Background: an optimization exercise with open tools, aiming at small area, a short achievable clock period and few clock cycles. Do not read the settings as production practice.
Only simulation tests tie the RTL to the original design; equivalence was not proved.
No activity file was given, so power comes from the tool's default toggle rates.

## run 5
// sun
module sun(
    pclk,
    presetn,
    psels,
    penables,
    pwrites,
    paddrs,
    pwdatas,
    prdatas,
    preadys
);
Size in the first run: ~950 cells after synthesis.
Settings: LEC_CHECK=0, CAP_MARGIN=20, CORE_MARGIN=2, CORE_UTILIZATION=40, GPL_TIMING_DRIVEN=0, PLACE_DENSITY=0.6, SLEW_MARGIN=20; clock period 80.0 ns.
standard.sh (not shown) runs the stock make flow with config.mk's settings and CLKGATE_MAP_FILE= SYNTH_SCRIPT=/design/flow/synth_recipe.tcl, a recipe that flattens the netlist after the stock synthesis.
==> flow/flow/run.sh <==
#!/bin/bash
# Own layout flow: the standard flow (standard.sh) with these changes in how the
# layout is made:
#  - synthesis maps the logic with an area-oriented ABC script (flow/abc_area.script)
#    instead of ORFS's delay-oriented one, and skips the quick generic ABC pass inside
#    Yosys's synth (synth -noabc for the fine stage), so the full adders written in
#    the RTL reach Yosys's full-adder extraction as written. Everything else in
#    synthesis is unchanged, so the registers (names, count, cells) are the standard
#    synthesis's;
#  - the port buffers are sky130_fd_sc_hd__buf_1 cells;
#  - clock tree synthesis builds a plain H-tree (no sink clustering) of clkbuf_8 below a
#    clkbuf_16 root and adds no dummy loads;
#  - the repair steps after placement and global routing do not use buffers or
#    inverters of drive 8 and up (flow/no_big_buffers.tcl, sourced before each step's
#    resizer starts).
# Each make run writes its full output to a log file in the work folder.
set -euo pipefail
W=$(pwd)
S="$W/scripts_area"
rm -rf "$S"
cp -r "$FLOW_HOME/scripts" "$S"
cp "$W/flow/abc_area.script" "$S/abc_speed.script"
sed -i 's/-run fine: {\*}\$synth_full_args/-run fine: -noabc {*}$synth_full_args/' "$S/synth.tcl"
grep -q -- '-run fine: -noabc' "$S/synth.tcl"
bash standard.sh SCRIPTS_DIR="$S" synth > "$W/make_synth.log" 2>&1
PRE_RESIZE_TCL="$W/flow/no_big_buffers.tcl" PRE_GLOBAL_ROUTE_TCL="$W/flow/no_big_buffers.tcl" \
bash standard.sh BUFFER_PORTS_ARGS="-buffer_cell sky130_fd_sc_hd__buf_1" \
    CTS_ARGS="-repair_clock_nets -dont_use_dummy_load -root_buf sky130_fd_sc_hd__clkbuf_16 -buf_list sky130_fd_sc_hd__clkbuf_8" \
    finish > "$W/make_finish.log" 2>&1
==> flow/flow/abc_area.script <==
strash
dch -f
amap
==> flow/flow/no_big_buffers.tcl <==
set_dont_use {sky130_fd_sc_hd__buf_8 sky130_fd_sc_hd__buf_12 sky130_fd_sc_hd__buf_16 sky130_fd_sc_hd__bufinv_8 sky130_fd_sc_hd__bufinv_16 sky130_fd_sc_hd__inv_8 sky130_fd_sc_hd__inv_12 sky130_fd_sc_hd__inv_16}
Testbench counts of run 5, summed over its fixed seeds: cycles 19,920.
Edits applied to the flow inputs when going from run 5 to run 1:
diff --git a/flow/design.v b/flow/design.v
--- a/flow/design.v
+++ b/flow/design.v
@@ -37,28 +37,22 @@
 reg  [7:0] kq;            
 reg        od;            
 reg  [1:0] st;            
 reg        ac;            
 reg        dv;            
 reg        cl;            
-reg  [3:0] c;             
+reg  [4:0] c;             
 reg [30:0] rd;            
 wire       wa   = ws;                 
 wire       ra   = rs;                 
 wire       a0   = (aq == 4'd0);
 wire       a1   = (aq == 4'd1);
 wire       a2   = (aq == 4'd2);
 wire       a3   = (aq == 4'd3);
 wire       a4   = (aq == 4'd4);
-wire       a5   = (aq == 4'd5);
 wire       pix  = wa & a4;
-wire       rhi  = ra & (aq[3:1] == 3'b011 | aq[3:1] == 3'b100);
-wire       s0   = ra & (aq[3:1] == 3'b011) & (aq[0] ^ ~ph);
-wire       s1   = ra & (aq[3:1] == 3'b011) & (aq[0] ^ ph);
-wire       sh   = ra & (aq[3:1] == 3'b100) & (aq[0] ^ ~od);
-wire       sk   = ra & (aq[3:1] == 3'b100) & (aq[0] ^ od);
 wire       ctl  = wa & a0 & (p == 8'h01);
 wire       busy = ac | dv;
 wire [8:0] gb;
 assign gb[0] = 1'b0;
 genvar i;
 generate for (i = 0; i < 8; i = i + 1) begin : g_cmp
@@ -107,13 +101,13 @@
     wire b = (i < 16) ? addv[i] : 1'b0;
     assign rsum[i] = ra_in[i] ^ b ^ rc[i];
     assign rc[i+1] = (ra_in[i] & b) | (rc[i] & (ra_in[i] ^ b));
 end endgenerate
 wire        last  = ac & (c[1:0] == 2'd3) & xend & yend;
 wire [23:0] rem   = {x, y, p};
-wire        first = last | (dv & (c == 4'd8));
+wire        first = last | (dv & (c == 5'd9));
 wire [23:0] ps    = first ? {1'b0, r0[30:8]} : rem;
 wire        nb    = first ? r0[7] : kq[7];
 wire [24:0] da    = (dv | last) ? {ps, nb} : {17'h1ffff, ~I};
 wire [24:0] db    = {1'b1, nit};
 wire [25:0] dcy;
 wire [24:0] t;
@@ -121,18 +115,20 @@
 generate for (i = 0; i < 25; i = i + 1) begin : g_div
     assign t[i]     = da[i] ^ db[i] ^ dcy[i];
     assign dcy[i+1] = (da[i] & db[i]) | (dcy[i] & (da[i] ^ db[i]));
 end endgenerate
 wire        qb    = dcy[25] & ~(&nit);
 wire [23:0] rn    = qb ? t[23:0] : {ps[22:0], nb};
-wire        dstep = last | (dv & (c != 4'd7));
+wire        dstep = last | (dv & (c != 5'd8));
 wire  [7:0] stb   = {1'b0, st == 2'b00, 2'b00, st == 2'b00, 1'b0, st};
 always @(posedge pclk) begin
     ws <= psels & ~penables & pwrites & (paddrs[7:4] == 4'd0);
     rs <= psels & ~penables & ~pwrites & (paddrs[7:4] == 4'd0);
     aq <= paddrs[3:0];
+    if (!busy)
+        p <= pwdatas[7:0];
     if (wa & a1) thr  <= pwdatas[7:0];
     if (wa & a2) xmax <= pwdatas[7:0];
     if (wa & a3) ymax <= pwdatas[7:0];
     r0 <= rsum;
     r1 <= r0;
     ph <= ~ph;
@@ -142,65 +138,68 @@
         y   <= 8'd1;
         st  <= 2'b01;
         cl  <= 1'b1;
     end
     if (cl)
         cl <= 1'b0;
-    rd[30:8] <= (rd[30:8] & {23{~rhi}}) |
-                (r0[30:8] & {23{s0}}) | (r1[30:8] & {23{s1}});
-    rd[7:0]  <= (rd[7:0] & {8{~(rhi | (ra & (a1 | a5)))}}) |
-                (r0[7:0] & {8{s0}}) | (r1[7:0] & {8{s1}}) |
-                (hq & {8{sh}}) | (kq & {8{sk}}) |
-                (thr & {8{ra & a1}}) | (stb & {8{ra & a5}});
+    if (ra) begin
+        case (aq)
+            4'h1: rd[7:0] <= thr;
+            4'h5: rd[7:0] <= stb;
+            4'h6, 4'h7: rd <= (r0 & {31{aq[0] ^ ~ph}}) | (r1 & {31{aq[0] ^ ph}});
+            4'h8, 4'h9: rd <= {23'd0, (hq & {8{aq[0] ^ ~od}}) | (kq & {8{aq[0] ^ od}})};
+            default: ;
+        endcase
+    end
     if (stp) begin
         ac <= 1'b1;
-        c  <= c + 4'd1;
+        c  <= c + 5'd1;
         if (c[1:0] == 2'd0)
             nit <= t[23:0];
         if (c[1:0] == 2'd3) begin
             ac <= 1'b0;
-            c  <= 4'd0;
+            c  <= 5'd0;
             if (xend) begin
                 x <= 8'd1;
                 if (yend) begin
                     st <= 2'b11;
                     dv <= 1'b1;
                     od <= ph;
+                    c  <= 5'd1;
                 end else begin
                     y  <= y + 8'd1;
                     st <= 2'b10;
                 end
             end else begin
                 x  <= x + 8'd1;
                 st <= 2'b10;
             end
         end
     end
     if (dv)
-        c <= c + 4'd1;
-    if (dstep)
-        {x, y} <= rn[23:8];
-    p  <= (pwdatas[7:0] & {8{~busy}}) | (rn[7:0] & {8{dstep}}) |
-          (p & {8{busy & ~dstep}});
-    kq <= ({r0[6:0], qb} & {8{first}}) | ({kq[6:0], qb} & {8{dstep & ~first}}) |
-          (kq & {8{~dstep}});
-    if (dv & (c == 4'd7))
+        c <= c + 5'd1;
+    if (dstep) begin
+        {x, y, p} <= rn;
+        kq <= first ? {r0[6:0], qb} : {kq[6:0], qb};
+    end
+    if (dv & (c == 5'd8))
         hq <= kq;
-    if (dv & (c == 4'd15)) begin
+    if (dv & (c == 5'd16)) begin
         dv <= 1'b0;
+        c  <= 5'd0;
         st <= 2'b00;
     end
     pr0 <= wa & (aq <= 4'd4);
     prd <= pr0;
     if (!presetn) begin
         pr0 <= 1'b0;
         prd <= 1'b0;
         ac  <= 1'b0;
         dv  <= 1'b0;
         cl  <= 1'b0;
-        c   <= 4'd0;
+        c   <= 5'd0;
         ph  <= 1'b0;
     end
 end
 assign prdatas = {1'b0, rd};
 assign preadys = prd;
 endmodule
Findings:
On global-route wire length before repair, run 1 tracks run 5 almost exactly.
On initial core utilization, run 5 tracks run 1 almost exactly.
Run 1 vs run 5 on hold slack: run 1 is the higher one.
Across both runs, total track usage was lower for run 1 than for run 5.
Net switching power delta for run 1 relative to run 5: 20% lower
Status: post-route worst setup slack parity (run 5, run 1)
Relative to run 5, simple-gate share of the synthesized area has decreased by 1.5 points in run 1.
Side by side, sequential element share of the synthesized area turned out higher in run 1 than in run 5.
For sequential power, dividing the value from run 5 by the value from run 1 gives 1.08.
Total power consumption of the routed design delta (run 1 − run 5): favourable
Testbench counts of run 1, summed over its fixed seeds: cycles 19,920.

========
JK:
The RTL this note starts from:
==> flow/design.v <==
module sun(
    pclk,
    presetn,
    psels,
    penables,
    pwrites,
    paddrs,
    pwdatas,
    prdatas,
    preadys
);
input pclk;
input presetn;
input psels;
input penables;
input pwrites;
input [31:0] paddrs;
input [31:0] pwdatas;
output [31:0] prdatas;
output preadys;
reg        ws;            
reg        rs;            
reg  [3:0] aq;            
reg        pr0;           
reg        prd;           
reg  [7:0] thr;
reg  [7:0] xmax;
reg  [7:0] ymax;
reg  [7:0] x;             
reg  [7:0] y;             
reg  [7:0] p;             
reg [30:0] r0;            
reg [30:0] r1;
reg        ph;            
reg [23:0] nit;           
reg  [7:0] hq;            
reg  [7:0] kq;            
reg        od;            
reg  [1:0] st;            
reg        ac;            
reg        dv;            
reg        cl;            
reg  [4:0] c;             
reg [30:0] rd;            
wire       wa   = ws;                 
wire       ra   = rs;                 
wire       a0   = (aq == 4'd0);
wire       a1   = (aq == 4'd1);
wire       a2   = (aq == 4'd2);
wire       a3   = (aq == 4'd3);
wire       a4   = (aq == 4'd4);
wire       a5   = (aq == 4'd5);
wire       pix  = wa & a4;
wire       rhi  = ra & (aq[3:1] == 3'b011 | aq[3:1] == 3'b100);
wire       s0   = ra & (aq[3:1] == 3'b011) & (aq[0] ^ ~ph);
wire       s1   = ra & (aq[3:1] == 3'b011) & (aq[0] ^ ph);
wire       sh   = ra & (aq[3:1] == 3'b100) & (aq[0] ^ ~od);
wire       sk   = ra & (aq[3:1] == 3'b100) & (aq[0] ^ od);
wire       ctl  = wa & a0 & (p == 8'h01);
wire       busy = ac | dv;
wire [8:0] gb;
assign gb[0] = 1'b0;
genvar i;
generate for (i = 0; i < 8; i = i + 1) begin : g_cmp
    assign gb[i+1] = (p[i] & ~thr[i]) | (gb[i] & (p[i] | ~thr[i]));
end endgenerate
wire       stp  = pix | ac;
wire [7:0] I    = p & {8{gb[8] & stp}};
wire       xend = (x == xmax);
wire       yend = (y == ymax);
reg  [3:0] dig;
always @(*) begin
    case ({ph, c[1]})
        2'b00: dig = y[3:0];
        2'b01: dig = y[7:4];
        2'b10: dig = x[3:0];
        default: dig = x[7:4];
    endcase
end
wire [7:0] pp0 = I & {8{dig[0]}};
wire [7:0] pp1 = I & {8{dig[1]}};
wire [7:0] pp2 = I & {8{dig[2]}};
wire [7:0] pp3 = I & {8{dig[3]}};
wire [8:0] m1c, m2c, m3c;
wire [7:0] m1s, m2s, m3s;
assign m1c[0] = 1'b0;
assign m2c[0] = 1'b0;
assign m3c[0] = 1'b0;
generate for (i = 0; i < 8; i = i + 1) begin : g_mul
    wire a1b = (i < 7) ? pp0[i+1] : 1'b0;
    assign m1s[i]   = a1b ^ pp1[i] ^ m1c[i];
    assign m1c[i+1] = (a1b & pp1[i]) | (m1c[i] & (a1b ^ pp1[i]));
    wire a2b = (i < 7) ? m1s[i+1] : m1c[8];
    assign m2s[i]   = a2b ^ pp2[i] ^ m2c[i];
    assign m2c[i+1] = (a2b & pp2[i]) | (m2c[i] & (a2b ^ pp2[i]));
    wire a3b = (i < 7) ? m2s[i+1] : m2c[8];
    assign m3s[i]   = a3b ^ pp3[i] ^ m3c[i];
    assign m3c[i+1] = (a3b & pp3[i]) | (m3c[i] & (a3b ^ pp3[i]));
end endgenerate
wire [11:0] pr   = {m3c[8], m3s, m2s[0], m1s[0], pp0[0]};
wire [15:0] addv = c[1] ? {pr, 4'd0} : {4'd0, pr};
wire [30:0] ra_in = (ctl | cl) ? 31'd0 : r1;
wire [31:0] rc;
wire [30:0] rsum;
assign rc[0] = 1'b0;
generate for (i = 0; i < 31; i = i + 1) begin : g_ring
    wire b = (i < 16) ? addv[i] : 1'b0;
    assign rsum[i] = ra_in[i] ^ b ^ rc[i];
    assign rc[i+1] = (ra_in[i] & b) | (rc[i] & (ra_in[i] ^ b));
end endgenerate
wire        last  = ac & (c[1:0] == 2'd3) & xend & yend;
wire [23:0] rem   = {x, y, p};
wire        first = last | (dv & (c == 5'd9));
wire [23:0] ps    = first ? {1'b0, r0[30:8]} : rem;
wire        nb    = first ? r0[7] : kq[7];
wire [24:0] da    = (dv | last) ? {ps, nb} : {17'h1ffff, ~I};
wire [24:0] db    = {1'b1, nit};
wire [25:0] dcy;
wire [24:0] t;
assign dcy[0] = 1'b1;
generate for (i = 0; i < 25; i = i + 1) begin : g_div
    assign t[i]     = da[i] ^ db[i] ^ dcy[i];
    assign dcy[i+1] = (da[i] & db[i]) | (dcy[i] & (da[i] ^ db[i]));
end endgenerate
wire        qb    = dcy[25] & ~(&nit);
wire [23:0] rn    = qb ? t[23:0] : {ps[22:0], nb};
wire        dstep = last | (dv & (c != 5'd8));
wire  [7:0] stb   = {1'b0, st == 2'b00, 2'b00, st == 2'b00, 1'b0, st};
always @(posedge pclk) begin
    ws <= psels & ~penables & pwrites & (paddrs[7:4] == 4'd0);
    rs <= psels & ~penables & ~pwrites & (paddrs[7:4] == 4'd0);
    aq <= paddrs[3:0];
    if (!busy)
        p <= pwdatas[7:0];
    if (wa & a1) thr  <= pwdatas[7:0];
    if (wa & a2) xmax <= pwdatas[7:0];
    if (wa & a3) ymax <= pwdatas[7:0];
    r0 <= rsum;
    r1 <= r0;
    ph <= ~ph;
    if (ctl) begin
        nit <= 24'hffffff;
        x   <= 8'd1;
        y   <= 8'd1;
        st  <= 2'b01;
        cl  <= 1'b1;
    end
    if (cl)
        cl <= 1'b0;
    if (rhi)
        rd[30:8] <= (r0[30:8] & {23{s0}}) | (r1[30:8] & {23{s1}});
    if (rhi | (ra & (a1 | a5)))
        rd[7:0] <= (r0[7:0] & {8{s0}}) | (r1[7:0] & {8{s1}}) |
                   (hq & {8{sh}}) | (kq & {8{sk}}) |
                   (thr & {8{ra & a1}}) | (stb & {8{ra & a5}});
    if (stp) begin
        ac <= 1'b1;
        c  <= c + 5'd1;
        if (c[1:0] == 2'd0)
            nit <= t[23:0];
        if (c[1:0] == 2'd3) begin
            ac <= 1'b0;
            c  <= 5'd0;
            if (xend) begin
                x <= 8'd1;
                if (yend) begin
                    st <= 2'b11;
                    dv <= 1'b1;
                    od <= ph;
                    c  <= 5'd1;
                end else begin
                    y  <= y + 8'd1;
                    st <= 2'b10;
                end
            end else begin
                x  <= x + 8'd1;
                st <= 2'b10;
            end
        end
    end
    if (dv)
        c <= c + 5'd1;
    if (dstep) begin
        {x, y, p} <= rn;
        kq <= first ? {r0[6:0], qb} : {kq[6:0], qb};
    end
    if (dv & (c == 5'd8))
        hq <= kq;
    if (dv & (c == 5'd16)) begin
        dv <= 1'b0;
        c  <= 5'd0;
        st <= 2'b00;
    end
    pr0 <= wa & (aq <= 4'd4);
    prd <= pr0;
    if (!presetn) begin
        pr0 <= 1'b0;
        prd <= 1'b0;
        ac  <= 1'b0;
        dv  <= 1'b0;
        cl  <= 1'b0;
        c   <= 5'd0;
        ph  <= 1'b0;
    end
end
assign prdatas = {1'b0, rd};
assign preadys = prd;
endmodule
Settings: LEC_CHECK=0, CAP_MARGIN=20, CORE_MARGIN=2, CORE_UTILIZATION=40, GPL_TIMING_DRIVEN=0, PLACE_DENSITY=0.6, SLEW_MARGIN=20; clock period 80.0 ns.
Scripts as last shown in full above: flow/flow/run.sh, flow/flow/abc_area.script, flow/flow/no_big_buffers.tcl
Testbench counts of JK, summed over its fixed seeds: cycles 19,920.
diff inputs: JK => MS
diff --git a/flow/design.v b/flow/design.v
--- a/flow/design.v
+++ b/flow/design.v
@@ -129,10 +129,8 @@
 always @(posedge pclk) begin
     ws <= psels & ~penables & pwrites & (paddrs[7:4] == 4'd0);
     rs <= psels & ~penables & ~pwrites & (paddrs[7:4] == 4'd0);
     aq <= paddrs[3:0];
-    if (!busy)
-        p <= pwdatas[7:0];
     if (wa & a1) thr  <= pwdatas[7:0];
     if (wa & a2) xmax <= pwdatas[7:0];
     if (wa & a3) ymax <= pwdatas[7:0];
     r0 <= rsum;
@@ -146,14 +144,14 @@
         cl  <= 1'b1;
     end
     if (cl)
         cl <= 1'b0;
-    if (rhi)
-        rd[30:8] <= (r0[30:8] & {23{s0}}) | (r1[30:8] & {23{s1}});
-    if (rhi | (ra & (a1 | a5)))
-        rd[7:0] <= (r0[7:0] & {8{s0}}) | (r1[7:0] & {8{s1}}) |
-                   (hq & {8{sh}}) | (kq & {8{sk}}) |
-                   (thr & {8{ra & a1}}) | (stb & {8{ra & a5}});
+    rd[30:8] <= (rd[30:8] & {23{~rhi}}) |
+                (r0[30:8] & {23{s0}}) | (r1[30:8] & {23{s1}});
+    rd[7:0]  <= (rd[7:0] & {8{~(rhi | (ra & (a1 | a5)))}}) |
+                (r0[7:0] & {8{s0}}) | (r1[7:0] & {8{s1}}) |
+                (hq & {8{sh}}) | (kq & {8{sk}}) |
+                (thr & {8{ra & a1}}) | (stb & {8{ra & a5}});
     if (stp) begin
         ac <= 1'b1;
         c  <= c + 5'd1;
         if (c[1:0] == 2'd0)
@@ -179,12 +177,14 @@
         end
     end
     if (dv)
         c <= c + 5'd1;
-    if (dstep) begin
-        {x, y, p} <= rn;
-        kq <= first ? {r0[6:0], qb} : {kq[6:0], qb};
-    end
+    if (dstep)
+        {x, y} <= rn[23:8];
+    p  <= (pwdatas[7:0] & {8{~busy}}) | (rn[7:0] & {8{dstep}}) |
+          (p & {8{busy & ~dstep}});
+    kq <= ({r0[6:0], qb} & {8{first}}) | ({kq[6:0], qb} & {8{dstep & ~first}}) |
+          (kq & {8{~dstep}});
     if (dv & (c == 5'd8))
         hq <= kq;
     if (dv & (c == 5'd16)) begin
         dv <= 1'b0;
### Flow results
- Taking JK as the reference, in MS number of standard cells after synthesis higher, fmax roughly the same, sequential logic power higher.
- MS: global-route total usage across every layer is 1.7 points higher than what JK reported.
- Total power delta (MS − JK): unfavourable
- Of the two values seen for commonest non-fill, non-tap cell in the layout, sky130_fd_sc_hd__nor2_1 was produced by JK and sky130_fd_sc_hd__dfxtp_1 by MS.
- Lower via count among JK and MS: JK
- Amount of wire on met3 after detailed routing, MS vs JK: up by more than 10%
- Area share of buffers outside the clock network (lower): MS
- Relative to JK, relative contribution of the clock network to total power has decreased by 1.8 points in MS.
- Of the two candidates, JK has the better global-route wire length before repair and MS the worse one.
Testbench counts of MS, summed over its fixed seeds: cycles 19,920.

-- what the ideal ports hide --
Ports are ideal in the flow. The routed layouts listed here were re-timed in OpenROAD. Step 1, drivers: a clkbuf_16 drives pclk and a buf_2 each remaining input, both assumed. Step 2 adds t to the input delays and takes it off the output delays; t is the mean of the earliest and latest rising clock arrival at the registers after step 1. Input paths then give back, and output paths get back, about the clock's delay inside the block. a / b / c = no drivers / after step 1 / after step 2; a / b = the first two.
run	shift t [ns]	setup slack, ns	hold slack, ns
run 5	0.432	63.085 / 63.037 / 63.099	0.365 / 0.365 / 0.365
run 1	0.428	63.087 / 63.045 / 62.938	0.375 / 0.375 / 0.375
JK	0.427	63.069 / 63.021 / 62.928	0.333 / 0.333 / 0.333
MS	0.425	63.049 / 63.005 / 62.823	0.370 / 0.370 / 0.370
After both steps setup and hold are still met in every run listed. The setup slack of MS, which loses most, moves by -0.044 ns with the drivers and by -0.226 ns with both steps.
